This is an optimization exercise on Yosys and OpenROAD, whose aim is small area, not a production implementation.
Only simulation tests tie the RTL to the original design; equivalence was not proved.
Power figures rest on the tool's default switching activity, not on a simulated workload.

### config.mk
export PLATFORM = sky130hd
export DESIGN_NAME = nco
export DESIGN_NICKNAME = nco
export VERILOG_FILES = /design/flow/design.v
export SDC_FILE = /design/flow/constraint.sdc
export NUM_CORES = 4
export LEC_CHECK = 0
export CAP_MARGIN = 20
export CORE_MARGIN = 2
export CORE_UTILIZATION = 40
export SLEW_MARGIN = 20
### constraint.sdc
create_clock -name core_clock -period 6.0 [get_ports {clk}]
set_input_delay 1.2000 -clock core_clock [delete_from_list [all_inputs] [get_ports {clk}]]
set_output_delay 1.2000 -clock core_clock [all_outputs]
set_load 0.01 [all_outputs]
### design.v
module phase_accumulator (
	input 			clk,
	input			En,
	input 	[19:0] 	FCW,
	output 			Vld,
	output 	reg [1:0]	Aout,
	output 	reg		ISout
);
	integer i;
    reg     [6:0]   RdyCtl;
	always @(posedge clk) begin
		if(!En) RdyCtl <= 7'b0100000;
		else begin  
			RdyCtl[0] <= RdyCtl[6];
			for (i=0; i<6; i=i+1)
				RdyCtl[i+1] <= RdyCtl[i];
		end	
	end 
	assign Vld = RdyCtl[6];
	reg [19:0] acc_reg;
	reg [11:0] Atmp;
	always @(posedge clk) begin
		if (!En) begin
			acc_reg <= 20'd0;
			Atmp <= 12'd0;
		end
		else begin
			if (RdyCtl[6]) begin
				acc_reg <= acc_reg + FCW; 
				if 		(acc_reg[19:18] == 2'b01) 
					Atmp <= {2'b11, acc_reg[17:8]};  
				else if (acc_reg[19:18] == 2'b10) 
					Atmp <= {2'b00, acc_reg[17:8]};  
				else 
					Atmp <= acc_reg[19:8];
			end
		end
	end
	always @(posedge clk) begin
		if (En && RdyCtl[6]) begin
			if (acc_reg[19]^acc_reg[18]) ISout <= 1;
			else ISout <= 0;
		end
	end
	always @* begin
		if		(RdyCtl[0])		Aout = Atmp[1:0];
		else if (RdyCtl[1]) 	Aout = Atmp[3:2];
		else if (RdyCtl[2]) 	Aout = Atmp[5:4];
		else if (RdyCtl[3]) 	Aout = Atmp[7:6];
		else if (RdyCtl[4]) 	Aout = Atmp[9:8];
		else if (RdyCtl[5]) 	Aout = Atmp[11:10];
		else 					Aout = 2'b00;
	end
endmodule
module cordic_element ( 
	input 			clk,
	input 	[1:0] 	Xin,
	output 	[1:0] 	Xout,
	input 	[1:0] 	Yin,
	output 	[1:0] 	Yout,
	input 	[1:0]	Ain,
	output 	[1:0]	Aout,  
	input 			ISin, 
	output	reg		ISout,  
/*verilator coverage_off*/ 
	input	[2:0]	Stg,  
/*verilator coverage_on*/ 
	input 			Rdy, 
	output 			Vld  
);
/*verilator coverage_off*/ 
	localparam signed [11:0] oneOverK = 12'd1242;
	localparam signed [11:0] atan0 = 12'd511; 
	localparam signed [11:0] atan1 = 12'd301; 
	localparam signed [11:0] atan2 = 12'd159; 
	localparam signed [11:0] atan3 = 12'd80;  
	localparam signed [11:0] atan4 = 12'd40;  
	localparam signed [11:0] atan5 = 12'd19;  
	localparam signed [11:0] atan6 = 12'd9;   
	localparam signed [11:0] atan7 = 12'd4;   
/*verilator coverage_on*/ 
	integer i;
    reg     [6:0]   LoadCtl;
    always @(posedge clk)
    begin
        LoadCtl[0] <= Rdy;
        for (i=0; i<6; i=i+1)
            LoadCtl[i+1] <= LoadCtl[i];
    end
	assign Vld = LoadCtl[6];
	always @(posedge clk) if(LoadCtl[6]) ISout <= ISin;    
	reg [1:0] Xin5, Xin4, Xin3, Xin2, Xin1, Xin0;
	reg [1:0] Yin5, Yin4, Yin3, Yin2, Yin1, Yin0;
	reg [1:0] Ain5, Ain4, Ain3, Ain2, Ain1, Ain0;
	always @(posedge clk) begin
        if 		(LoadCtl[0]) begin Xin0 <= Xin; Yin0 <= Yin; Ain0 <= Ain; end
        else if (LoadCtl[1]) begin Xin1 <= Xin; Yin1 <= Yin; Ain1 <= Ain; end
		else if (LoadCtl[2]) begin Xin2 <= Xin; Yin2 <= Yin; Ain2 <= Ain; end
        else if (LoadCtl[3]) begin Xin3 <= Xin; Yin3 <= Yin; Ain3 <= Ain; end
		else if (LoadCtl[4]) begin Xin4 <= Xin; Yin4 <= Yin; Ain4 <= Ain; end
        else if (LoadCtl[5]) begin Xin5 <= Xin; Yin5 <= Yin; Ain5 <= Ain; end
    end
/*verilator coverage_off*/ 
	reg signed [11:0] atan;
	always@* begin
		case(Stg)
			3'd0:atan = atan0;
			3'd1:atan = atan1;
			3'd2:atan = atan2;
			3'd3:atan = atan3;
			3'd4:atan = atan4;
			3'd5:atan = atan5;
			3'd6:atan = atan6;
			3'd7:atan = atan7;
		endcase
	end
/*verilator coverage_on*/ 
	wire signed [11:0] Xin12b = {Xin5, Xin4, Xin3, Xin2, Xin1, Xin0}; 
	wire signed [11:0] Yin12b = {Yin5, Yin4, Yin3, Yin2, Yin1, Yin0};
	wire signed [11:0] Ain12b = {Ain5, Ain4, Ain3, Ain2, Ain1, Ain0};
	reg signed [11:0] Xcalc, Ycalc, Acalc;
	always@(posedge clk) begin
		if (LoadCtl[6]) begin
			if(Stg != 3'd0) begin
				if(Ain12b[11] == 0) begin  
					Xcalc <= Xin12b - ( Yin12b >>> Stg );
					Ycalc <= Yin12b + ( Xin12b >>> Stg );
					Acalc <= Ain12b - atan;
				end
				else begin
					Xcalc <= Xin12b + ( Yin12b >>> Stg );
					Ycalc <= Yin12b - ( Xin12b >>> Stg );
					Acalc <= Ain12b + atan;
				end
			end
			else begin  
				if(Ain12b[11] == 0) begin  
					Xcalc <= oneOverK;
					Ycalc <= oneOverK;
					Acalc <= Ain12b - atan;
				end
				else begin
					Xcalc <= oneOverK;
					Ycalc <= -oneOverK;
					Acalc <= Ain12b + atan;
				end
			end
		end
	end
	reg [1:0] X_, Y_, A_;
	always@* begin
		if 		(LoadCtl[0]) begin X_ = Xcalc[1:0]  ; Y_ = Ycalc[1:0]  ; A_ = Acalc[1:0]  ; end
		else if (LoadCtl[1]) begin X_ = Xcalc[3:2]  ; Y_ = Ycalc[3:2]  ; A_ = Acalc[3:2]  ; end
		else if (LoadCtl[2]) begin X_ = Xcalc[5:4]  ; Y_ = Ycalc[5:4]  ; A_ = Acalc[5:4]  ; end
		else if (LoadCtl[3]) begin X_ = Xcalc[7:6]  ; Y_ = Ycalc[7:6]  ; A_ = Acalc[7:6]  ; end
		else if (LoadCtl[4]) begin X_ = Xcalc[9:8]  ; Y_ = Ycalc[9:8]  ; A_ = Acalc[9:8]  ; end
		else if (LoadCtl[5]) begin X_ = Xcalc[11:10]; Y_ = Ycalc[11:10]; A_ = Acalc[11:10]; end
		else 				 begin X_ = 2'b00		; Y_ = 2'b00	   ; A_ = 2'b00		  ; end			 
	end
	assign Xout = X_;
	assign Yout = Y_;
	assign Aout = A_;
endmodule
module output_terminal(
	input 			clk,
/*verilator coverage_off*/
	input			selXY, 	 
	input			selSign, 
/*verilator coverage_on*/ 
	input 	[1:0] 	Xin,
	input 	[1:0] 	Yin,
	output 	[11:0] 	Dout,
	input			Rdy,
	output			Vld,
	input			ISin
);
	integer i;
    reg     [6:0]   LoadCtl;
    always @(posedge clk)
    begin
        LoadCtl[0] <= Rdy;
        for (i=0; i<6; i=i+1)
            LoadCtl[i+1] <= LoadCtl[i];
    end
	assign Vld = LoadCtl[6];	
	reg [1:0] Xin5, Xin4, Xin3, Xin2, Xin1, Xin0;
	reg [1:0] Yin5, Yin4, Yin3, Yin2, Yin1, Yin0;
	always @(posedge clk) begin
        if 		(LoadCtl[0]) begin Xin0 <= Xin; Yin0 <= Yin; end
        else if (LoadCtl[1]) begin Xin1 <= Xin; Yin1 <= Yin; end
		else if (LoadCtl[2]) begin Xin2 <= Xin; Yin2 <= Yin; end
        else if (LoadCtl[3]) begin Xin3 <= Xin; Yin3 <= Yin; end
		else if (LoadCtl[4]) begin Xin4 <= Xin; Yin4 <= Yin; end
        else if (LoadCtl[5]) begin Xin5 <= Xin; Yin5 <= Yin; end
    end
/*verilator coverage_off*/ 
	reg [11:0] bias;
/*verilator coverage_on*/ 
	always@* begin
		if(selSign) bias = 12'h800;
		else bias = 12'h000;
	end
	wire [11:0] Xin12b = {Xin5, Xin4, Xin3, Xin2, Xin1, Xin0}; 
	wire [11:0] Yin12b = {Yin5, Yin4, Yin3, Yin2, Yin1, Yin0};
	reg  [11:0] Xcalc, Ycalc;
	always@(posedge clk) begin
		if(LoadCtl[6]) begin
			if(ISin) begin
				Xcalc <= ~Xin12b + 1 + bias;
				Ycalc <= ~Yin12b + 1 + bias;
			end
			else begin
				Xcalc <= Xin12b + bias;
				Ycalc <= Yin12b + bias;
			end
		end
	end
	assign Dout = (selXY) ? Xcalc : Ycalc;
endmodule
module nco(
	input clk,
/*verilator coverage_off*/
	input En,
/*verilator coverage_on*/ 
	input [19:0] FCW,
/*verilator coverage_off*/
	input selXY,
	input selSign,
/*verilator coverage_on*/ 
	output Vld,
	output [11:0] Dout
);
/*verilator coverage_off*/
	wire [1:0] x [8:0];
	wire [1:0] y [8:0];
	wire [1:0] a [8:0];
	wire [8:0] is, rdy;
	wire [2:0] stg [8:0];
/*verilator coverage_on*/ 
	assign stg[0] = 3'd0;
	assign stg[1] = 3'd1;
	assign stg[2] = 3'd2;
	assign stg[3] = 3'd3;
	assign stg[4] = 3'd4;
	assign stg[5] = 3'd5;
	assign stg[6] = 3'd6;
	assign stg[7] = 3'd7;
	assign stg[8] = 3'd0;
	assign x[0] = 2'b00;
	assign y[0] = 2'b00;
	phase_accumulator u_pa(
		.clk(clk),
		.En(En),
		.FCW(FCW),
		.Vld(rdy[0]),
		.Aout(a[0]),
		.ISout(is[0])
	);
	genvar i;
	generate
		for(i=0; i<8; i=i+1) begin
			cordic_element u_ce(
				.clk	(clk),
				.Xin	(x[i]),
				.Xout	(x[i+1]),
				.Yin	(y[i]),
				.Yout	(y[i+1]),
				.Ain	(a[i]),
				.Aout	(a[i+1]),
				.ISin	(is[i]),
				.ISout	(is[i+1]),
				.Stg	(stg[i]),
				.Rdy	(rdy[i]),
				.Vld	(rdy[i+1])
			);
		end
	endgenerate
	output_terminal u_ot(
		.clk(clk),
		.selXY(selXY),
		.selSign(selSign),
		.Xin(x[8]),
		.Yin(y[8]),
		.Dout(Dout),
		.Rdy(rdy[8]),
		.Vld(Vld),
		.ISin(is[8])
	);
endmodule
### run.sh
#!/bin/bash
# synth_recipe.tcl (not shown) runs the flow's synth.tcl, then flattens the netlist and writes it again
# the make line also repeats each setting of config.mk as NAME=value (left out here)
make -C /OpenROAD-flow-scripts/flow DESIGN_CONFIG=/design/flow/config.mk WORK_HOME=/design/flow/orfs CLKGATE_MAP_FILE= SYNTH_SCRIPT=/design/flow/synth_recipe.tcl finish
==> results of run 1 <==
-- Yosys cell counts (all sizes together), types with 68 or more instances --
library cell,number,area share [%]
edfxtp,558,49
xnor2,219,5.6
nor2,206,2.2
a21oi,213,3.1
nor3,74,1.1
nor2b,68,1.2
xor2,97,2.5
o21ai,134,1.9
nand2,161,1.8
ha,271,9.8
dfxtp,101,5.9
inv,140,1.5
-- layer usage --
| metal | part of all wire (%) | vias to the layer above | global-route usage, % |
|---|---|---|---|
| met1 | 43 | 10427 | 18.5 |
| met3 | 3.4 | 130 | 2.02 |
| met5 | 0 | - | 0 |
| met2 | 50 | 380 | 28.0 |
| met4 | 3.5 | 0 | 6.13 |
| li1 | - | 10779 | - |
-- cell usage in the layout, fill, tap and decap left out, drive strengths merged, types with 15 or more instances in the layout --
| master | n |
|---|---|
| edfxtp | 558 |
| ha | 271 |
| xnor2 | 219 |
| a21oi | 213 |
| nor2 | 206 |
| nand2 | 161 |
| inv | 142 |
| o21ai | 134 |
| clkbuf | 112 |
| dfxtp | 101 |
| xor2 | 97 |
| nor3 | 74 |
| nor2b | 68 |
| a21o | 58 |
| mux2i | 38 |
| clkdlybuf4s50 | 36 |
| o221ai | 31 |
| a22oi | 30 |
| nand3 | 28 |
| mux2 | 27 |
| o21bai | 27 |
| a221o | 26 |
| nor3b | 24 |
| or3 | 21 |
| fa | 21 |
| nand2b | 19 |
| buf | 17 |
| nor4 | 17 |
| nand3b | 16 |
| a31oi | 15 |
-- per-stage QoR --
stage               instance area (um2)  worst slack (ns)  hold slack [ns]  power [W]
detailed placement                36100              1.88            0.339    0.00671
floorplan                         34400              2.70            0.324    0.00635
global route                      38600              1.85            0.363     0.0115
global placement                  36100              1.96            0.332    0.00667
CTS                               38500              1.90            0.358     0.0112
finish                            38600              1.93            0.353     0.0111
-- logic make-up (layout without fill, tap and decap cells) --
| logic type | count (synthesis) | after routing | share of synthesized area [%] |
|---|---|---|---|
| AOI/OAI and AO/OA | 659 | 659 | 12.5 |
| xor gates and xnor gates | 316 | 316 | 8.04 |
| adders and majority gates | 292 | 292 | 11.1 |
| buffers and inverters | 209 | 328 | 2.29 |
| DFF | 659 | 659 | 54.5 |
| muxes | 65 | 65 | 1.99 |
| and+or+nand+nor | 674 | 674 | 9.57 |
-- worst max-delay path by stage --
stage / startpoint / endpoint / slack [ns] / depth (start not counted)
after floorplan: genblk1[2].u_ce.Ain5[1]$_DFFE_PP_ / genblk1[2].u_ce.Ycalc[10]$_DFFE_PP_ / 2.70 / 11
final: selXY / Dout[3] / 1.93 / 3
after global routing: selXY / Dout[3] / 1.85 / 3
after global placement: selXY / Dout[1] / 1.96 / 3
after detailed placement: selXY / Dout[3] / 1.88 / 3
after CTS: selXY / Dout[3] / 1.90 / 3
-- cell type report --
type	count	area, um2
fill	7643	46700
sequential	659	18800
multi-input combinational	2006	14900
clock buffer	112	2110
tap	1144	1430
inverter	140	526
timing repair buffer	53	488
clock inverter	23	320
-- worst reg2reg max path, stage by stage, from the launching register on --
cell and delay, ns:
edfxtp_1 0.80, inv_1 0.42, o21ai_0 0.26, o21ai_0 0.18, xor2_1 0.20, ha_1 0.26, o41ai_1 0.87, o21ai_0 0.27
a21oi_1 0.26, xnor2_1 0.09
-- power by group through the flow --
stage	combinational (W)	sequential (W)	clock, W
4_1_cts	0.00120	0.00543	0.00459
5_1_grt	0.00133	0.00545	0.00476
6_report	0.00119	0.00542	0.00448
2_1_floorplan	0.000897	0.00546	0
3_5_place_dp	0.00119	0.00552	0
3_3_place_gp	0.00116	0.00552	0
==> summary.txt, run 1 <==
Run status
  – Status: finished clean

Pwr
  – Clk network pwr share: 40.4%
  – Static Leak: 14.3 nW
  – VDD IR max: 0.210 mV
  – Seq pwr share: 48.9%
  – Combinational power share: 10.7%
  – Sw Pwr: 0.00262 W
  – Sw Share: 23.6%
  – Power per Cell Area: 288 nW/um2
  – Internal power: 0.00847 W

Cells and area
  – Final nets: 3250
  – Layout cell share with drive strength beyond 1: 5.91%
  – Fin util: 45.2%
  – Largest register FFs: 86
  – Antenna diodes: 0
  – Finished Layout Cells: 4137
  – Area Growth Syn to Fin: 12.0%
  – Biggest register: genblk1.u_ce.Ycalc
  – Largest regs: genblk1.u_ce.Ycalc (86), genblk1.u_ce.Xcalc (84), genblk1.u_ce.Acalc (78)

Synthesis
  – Cell count after synthesis: 2874
  – Post-synth net total: 3190
  – Post-synth EDFFs: 558
  – Netlist cell types: 71
  – Synth async-reset ratio: 0%
  – Seq/Total Area, Yosys: 54.5%
  – FF+latch count, synth: 659
  – Synthesized area: 34400 um2
  – Yosys warnings: 4
  – Predominant post-synthesis flop cell: edfxtp_1
  – Syn_area_per_cell: 12.0 um2

Routing
  – Initial DRC Count: 1178
  – Via count: 21716
  – Avg WL per Cell: 16.8 um
  – Total iterations of the first detailed-routing run: 5
  – DRT antenna net count: 0
  – Routed vias/inst: 5.25
  – Final wirelength: 69400 um
  – # DRC: 0

GRT
  – Vias in the first global route: 21911
  – First-pass GRT wire length: 112000 um
  – GRT overflow: 0
  – GRT Overall Usage: 15.5%
  – Pin count of the biggest net entering global routing: 43
  – Initial antenna violation count: 0

Setup path
  – Crit path largest cell delay: 0.78 ns
  – Crit path buf inv count: 2
  – Reg2Reg Capture Point: genblk1[4].u_ce.Xcalc[11]$_DFFE_PP_
  – Critical path's top delay family: buffers and inverters
  – Register-to-Register Path Depth: 9
  – Slowest-stage cell, CP: clkdlybuf4s50_1
  – Crit-path cells: clkdlybuf4s50_1, mux2_2, clkdlybuf4s50_1
  – Setup crit end kind: output port
  – Worst Path Class, Setup: in -> out
  – R2r startpoint: genblk1[4].u_ce.Ain5[1]$_DFFE_PP_
  – Critical path peak fanout: 12
  – Crit path DAT: 2.87 ns
  – CP most frequent cell: clkdlybuf4s50_1
  – Req. time, crit path: 4.80 ns
  – CP Launch Type: primary input
  – Reg2Reg Setup Slack: 2.15 ns

Placement
  – Dpl hpwl: 51800 um
  – I/O Buffers: 36
  – Placed cell count: 4002
  – Final GP Congestion: 0.870

Hold path
  – Hold Path Class: reg -> reg
  – Hold Crit Start: u_ot.LoadCtl[5]$_DFF_P_
  – WHS Endpoint: u_ot.LoadCtl[6]$_DFF_P_
  – Hold Path Stages: 0

STA
  – Rel. slew slack: 21.2%
  – Clock Skews: 0.0335 ns
  – Fmax: 246 MHz
  – Fin crit share: 67.9%
  – Slew Limit Fails: 0
  – Final hold vios: 0
  – RSZ-0062 raised after global routing: false
  – Slew @ Worst Pin: 1.17 ns
  – Final number of setup-violating endpoints: 0
  – Sum of negative setup slack: 0 ns
  – Final worst path period need: 4.07 ns

CTS
  – CTS tree: done
  – Clk root buf: clkbuf_16
  – Post-CTS Resized: 0
  – Setup repair bufs after CTS: 0
  – Hold Buf Count CTS: 0
  – Clock Sinks: 659
  – Inserted Clock Buffers: 74
  – Clock Pin Slew Worst Setup and Hold Paths: 0.05 ns
  – Clk Latency, worst-skew pair: 0.62 ns
  – Htree depth: 3
  – Clock buffer depth: 3

Floorplan
  – Core Box Area: 85300 um2
  – Initial Util: 40.4%
  – Die Footprint: 88400 um2
  – Die Wd: 297 um
  – Number of placed I/O pins: 37
  – Die height: 297 um
  – Row count: 107

Run
  – Max Cap Viol: 0
==> run 2: changes to the inputs <==
==> design.v (replaced) <==
module rca #(parameter W = 12) (
	input  [W-1:0] a,
	input  [W-1:0] b,
	input          ci,
	output [W-1:0] s
);
	wire [W:0] c;
	assign c[0] = ci;
	genvar i;
	generate
		for (i = 0; i < W; i = i + 1) begin : g
			assign s[i] = a[i] ^ b[i] ^ c[i];
			assign c[i+1] = (a[i] & b[i]) | (c[i] & (a[i] ^ b[i]));
		end
	endgenerate
endmodule
module nco(
	input clk,
	input En,
	input [19:0] FCW,
	input selXY,
	input selSign,
	output Vld,
	output [11:0] Dout
);
	reg [2:0] p;
	reg [3:0] f;
	wire p1 = (p == 3'd1);
	always @(posedge clk) begin
		if (!En) begin
			p <= 3'd0;
			f <= 4'd0;
		end else begin
			p <= (p == 3'd6) ? 3'd0 : p + 3'd1;
			if (p == 3'd6 && !(f[3] & f[0])) f <= f + 4'd1;
		end
	end
	assign Vld = p1 & f[3] & f[0];
	reg [19:0] acc;
	wire [19:0] acc_n;
	rca #(20) u_acc (.a(acc), .b(FCW), .ci(1'b0), .s(acc_n));
	always @(posedge clk) begin
		if (!En) acc <= 20'd0;
		else if (p1) acc <= acc_n;
	end
	reg signed [10:0] A;
	reg [8:0] at;
	always @* begin
		case (p)
			3'd2: at = 9'd301;
			3'd3: at = 9'd159;
			3'd4: at = 9'd80;
			3'd5: at = 9'd40;
			3'd6: at = 9'd19;
			default: at = 9'd9;
		endcase
	end
	wire signed [10:0] A0 = {acc[18], acc[17:8]};
	wire signed [10:0] Ab = p1 ? A0 : A;
	wire signed [10:0] Ac = p1 ? 11'sd511 : {2'b00, at};
	wire [10:0] An;
	rca #(11) u_a (.a(Ab), .b(Ac ^ {11{~Ab[10]}}), .ci(~Ab[10]), .s(An));
	always @(posedge clk) A <= An;
	reg [56:0] L;
	always @(posedge clk) L <= {L[55:0], A[10]};
	reg [1:0] Q [0:8];
	integer j;
	always @(posedge clk) if (p1) begin
		Q[0] <= acc[19:18];
		for (j = 1; j < 9; j = j + 1) Q[j] <= Q[j-1];
	end
	wire d0 = Q[8][0];
	wire IS = Q[8][1] ^ Q[8][0];
	reg signed [11:0] X, Y;
	wire dk = L[55];
	wire d1 = L[56];
	reg [2:0] k;
	always @* begin
		case (p)
			3'd4: k = 3'd3;
			3'd5: k = 3'd4;
			3'd6: k = 3'd5;
			3'd0: k = 3'd6;
			default: k = 3'd7;
		endcase
	end
	wire signed [11:0] Ys = Y >>> k;
	wire signed [11:0] Xs = X >>> k;
	wire signed [11:0] Xn, Yn;
	rca #(12) u_x (.a(X), .b(Ys ^ {12{~dk}}), .ci(~dk), .s(Xn));
	rca #(12) u_y (.a(Y), .b(Xs ^ {12{dk}}), .ci(dk), .s(Yn));
	reg signed [11:0] X3, Y3;
	always @* begin
		case ({d0, d1, dk})
			3'b000: begin X3 = 12'sd156;  Y3 = 12'sd2018;  end
			3'b001: begin X3 = 12'sd1086; Y3 = 12'sd1708;  end
			3'b010: begin X3 = 12'sd1708; Y3 = 12'sd1086;  end
			3'b011: begin X3 = 12'sd2018; Y3 = 12'sd156;   end
			3'b100: begin X3 = 12'sd2019; Y3 = -12'sd156;  end
			3'b101: begin X3 = 12'sd1707; Y3 = -12'sd1086; end
			3'b110: begin X3 = 12'sd1087; Y3 = -12'sd1708; end
			default: begin X3 = 12'sd155; Y3 = -12'sd2018; end
		endcase
	end
	always @(posedge clk) begin
		if (p == 3'd3) begin X <= X3; Y <= Y3; end
		else begin X <= Xn; Y <= Yn; end
	end
	reg [11:0] Xo, Yo;
	reg ISo, SSo;
	always @(posedge clk) if (p1) begin
		Xo <= Xn;
		Yo <= Yn;
		ISo <= IS;
		SSo <= selSign;
	end
	wire [11:0] M = (selXY ? Xo : Yo) ^ {12{ISo}};
	wire [12:0] ic;
	wire [11:0] R;
	assign ic[0] = ISo;
	genvar gi;
	generate
		for (gi = 0; gi < 12; gi = gi + 1) begin : ginc
			assign R[gi] = M[gi] ^ ic[gi];
			assign ic[gi+1] = M[gi] & ic[gi];
		end
	endgenerate
	assign Dout = R ^ {SSo, 11'd0};
endmodule
--- a/config.mk
+++ b/config.mk
@@ -5,6 +5,7 @@
 export SDC_FILE = /design/flow/constraint.sdc
 export NUM_CORES = 4
 export LEC_CHECK = 0
+export ABC_AREA = 1
 export CAP_MARGIN = 20
 export CORE_MARGIN = 2
 export CORE_UTILIZATION = 40
==> summary.txt, run 2 <==
CTS
  – Clock Pin Slew Worst Setup and Hold Paths: 0.07 ns
  – Clk Latency, worst-skew pair: 0.43 ns
  – Htree depth: 4
  – Inserted Clock Buffers: 17
  – Hold Buf Count CTS: 0
  – Clk root buf: clkbuf_16
  – Clock buffer depth: 2
  – CTS tree: done
  – Clock Sinks: 163

GRT
  – Initial antenna violation count: 0
  – GRT Overall Usage: 15.3%
  – First-pass GRT wire length: 23500 um
  – Vias in the first global route: 4985
  – GRT overflow: 0
  – Pin count of the biggest net entering global routing: 61

Synthesis
  – Most common cell in the netlist: dfxtp_1
  – Post-synth top area share: 32.5%
  – Synthesized area: 7320 um2
  – Seq/Total Area, Yosys: 50.6%
  – Syn_area_per_cell: 10.6 um2
  – Netlist cell types: 36
  – Synth async-reset ratio: 0%
  – Predominant post-synthesis flop cell: dfxtp_1
  – Cell count after synthesis: 692
  – FF+latch count, synth: 163
  – Post-synth top cells: dfxtp_1, nand2_1, inv_1
  – Post-synth net total: 786
  – Top cells by area, synth: dfxtp_1, edfxtp_1, fa_1
  – Post-synth EDFFs: 44
  – Yosys warnings: 2
  – Largest area contributor in the netlist: dfxtp_1

Placement
  – Area after DPL: 8240 um2
  – Pre-CTS setup slack: -2.59 ns
  – Final GP Congestion: 0.840
  – I/O Buffers: 36
  – Dpl hpwl: 10200 um

Setup path
  – Critical path peak fanout: 2
  – Crit-path cells: buf_6, ha_4, fa_2, fa_2, fa_2, fa_2, fa_2, fa_2, fa_2, fa_2, fa_2, fa_2, fa_2, fa_2, fa_2, fa_2, fa_2, fa_2, fa_2, fa_2, a21oi_2, o21ai_1, o21ai_1, a21oi_1
  – Req. time, crit path: 6.31 ns
  – CP Launch Type: primary input
  – Crit path DAT: 8.10 ns
  – Setup crit end kind: flip-flop
  – Crit path largest cell delay: 0.38 ns
  – Reg2Reg Setup Slack: -1.28 ns
  – Slowest-stage cell, CP: fa_2
  – Worst Path Class, Setup: in -> reg
  – CP most frequent cell: fa_2

Routing
  – DRT antenna net count: 0
  – # DRC: 0
  – Routed vias/inst: 4.78
  – Final wirelength: 14000 um
  – Via count: 4841
  – Total iterations of the first detailed-routing run: 5
  – Initial DRC Count: 293
  – Avg WL per Cell: 13.8 um

Floorplan
  – Die Footprint: 19400 um2
  – Die Wd: 139 um
  – Core Box Area: 18000 um2
  – Row count: 49
  – Number of placed I/O pins: 37
  – Initial Util: 40.8%
  – Die height: 139 um

Cells and area
  – Biggest register: L
  – Commonest non-fill, non-tap cell in the layout: dfxtp_1
  – Largest regs: L (57), acc (20), Q (18)
  – Post-route cell area: 9010 um2
  – Commonest non-fill, non-tap cells in the layout: dfxtp_1, nand2_1, inv_1
  – Antenna diodes: 0
  – Largest register FFs: 57
  – Area Growth Syn to Fin: 23.0%
  – Final nets: 865
  – Filler cells: 1584
  – Layout cell share with drive strength beyond 1: 20.8%

Run status
  – Status: complete, but fails checks
  – SO Faults: setup timing

STA
  – Clock Skews: 0.0137 ns
  – RSZ-0062 raised after global routing: true
  – Slew @ Worst Pin: 0.703 ns
  – Fmax: 128 MHz
  – Final hold vios: 0
  – Slew Limit Fails: 0
  – Fin crit share: 130%
  – Worst hold margin: 0.321 ns
  – Final worst path period need: 7.79 ns
  – Post-route worst setup slack: -1.79 ns
  – Final number of setup-violating endpoints: 6
  – Rel. slew slack: 53.0%

Pwr
  – Static Leak: 3.91 nW
  – Power per Cell Area: 542 nW/um2
  – VDD IR max: 0.281 mV

Hold path
  – Hold Path Class: reg -> reg

Run
  – Max Cap Viol: 0
==> run 2: cell types whose count changed after synthesis, sizes merged, moves of 59 or more <==
cell,before,now
xnor2,219,21
ha,271,23
nor2b,68,0
xor2,97,24
nand2,161,102
nor3,74,1
a21oi,213,14
edfxtp,558,44
nor2,206,49
==> run 2: stage by stage <==
| stage | cells | setup TNS, ns | utilization, % | total power [W] |
|---|---|---|---|---|
| CTS | 1013 | -6.66 | 49.7 | 0.00486 |
| floorplan | 692 | -7.50 | - | 0.00309 |
| global placement | 977 | -13.71 | 45.9 | 0.00366 |
| global route | 1013 | -7.46 | 50.1 | 0.00530 |
| detailed placement | 977 | -14.37 | 45.9 | 0.00373 |
| finish | 1013 | -6.62 | 50.1 | 0.00488 |
==> run 2: metal layers <==
| metal | track usage, % | up-vias | part of all wire [%] |
|---|---|---|---|
| met3 | 3.82 | 19 | 4.7 |
| met1 | 18.6 | 2309 | 44 |
| li1 | - | 2391 | - |
| met4 | 5.32 | 0 | 1.9 |
| met5 | 0 | - | 0 |
| met2 | 26.3 | 122 | 50 |
==> run 2: report_power, final <==
group / internal (W) / switching [W]
Sequential: 0.00166 / 0.000160
Combinational: 0.000913 / 0.00109
Clock: 0.000558 / 0.000498
==> run 2: final cells by class <==
type	instances	area, um2	share of cell area, %
timing repair buffer	87	751	8.34
sequential	163	3710	41.2
clock buffer	17	425	4.72
tap	229	287	3.18
clock inverter	15	161	1.79
multi-input combinational	420	3370	37.4
inverter	82	308	3.42
==> run 2: what timing repair did <==
| action | 4_1_cts | 5_1_grt |
|---|---|---|
| gates resized for setup | 29 | 28 |
| endpoints found under the setup margin | 16 | 16 |
| endpoints found under the hold margin | 0 | 0 |
| buffers inserted | 4 | 0 |
| cloned | 0 | 0 |
| pin swaps | 4 | 5 |
==> run 2: path summary, 6_finish.rpt <==
path,startpoint,to,depth (start not counted)
worst max-delay path,FCW[0],acc[19]$_SDFFE_PN0P_,24
worst min-delay path,L[49]$_DFF_P_,L[50]$_DFF_P_,0
worst max register to register,acc[0]$_SDFFE_PN0P_,acc[19]$_SDFFE_PN0P_,23
worst min register to register,L[49]$_DFF_P_,L[50]$_DFF_P_,0
==> run 2: worst max-delay path, delay by kind of cell <==
| kind | cells | cell delay, ns |
|---|---|---|
| adder cells (fa/ha/maj) | 19 | 6.44 |
| AO/OA/AOI/OAI | 4 | 0.36 |
| buffers and inverters | 1 | 0.10 |
==> run 2: cells by family after synthesis <==
group,share of synthesized area [%]
adders and majority gates,16.8
buffers and inverters,6.17
muxes,2.90
DFF,50.6
AOI/OAI and AO/OA,7.69
and+or+nand+nor,10.5
xor gates and xnor gates,5.38

## afterwards: timing with drivers on the ports
How much do the figures lean on ideal ports? The routed layouts below were timed once more, with nothing changed but the port constraints.
Step 1, drivers: a clkbuf_16 drives clk and a buf_2 each remaining input, both assumed.
Step 2 adds t to the input delays and takes it off the output delays; t is the mean of the earliest and latest rising clock arrival at the registers after step 1. Input paths then give back, and output paths get back, about the clock's delay inside the block.
Three values: no drivers, after step 1, after step 2; two values: the first two.
run	t, ns	setup WS [ns]	hold WS [ns]
run 1	0.668	1.928 / 1.904 / 1.904	0.353 / 0.353 / 0.353
run 2	0.463	-1.788 / -1.782 / -2.245	0.321 / 0.321 / 0.321
The setup slack of run 2, which loses most, moves by +0.006 ns with the drivers and by -0.457 ns with both steps.
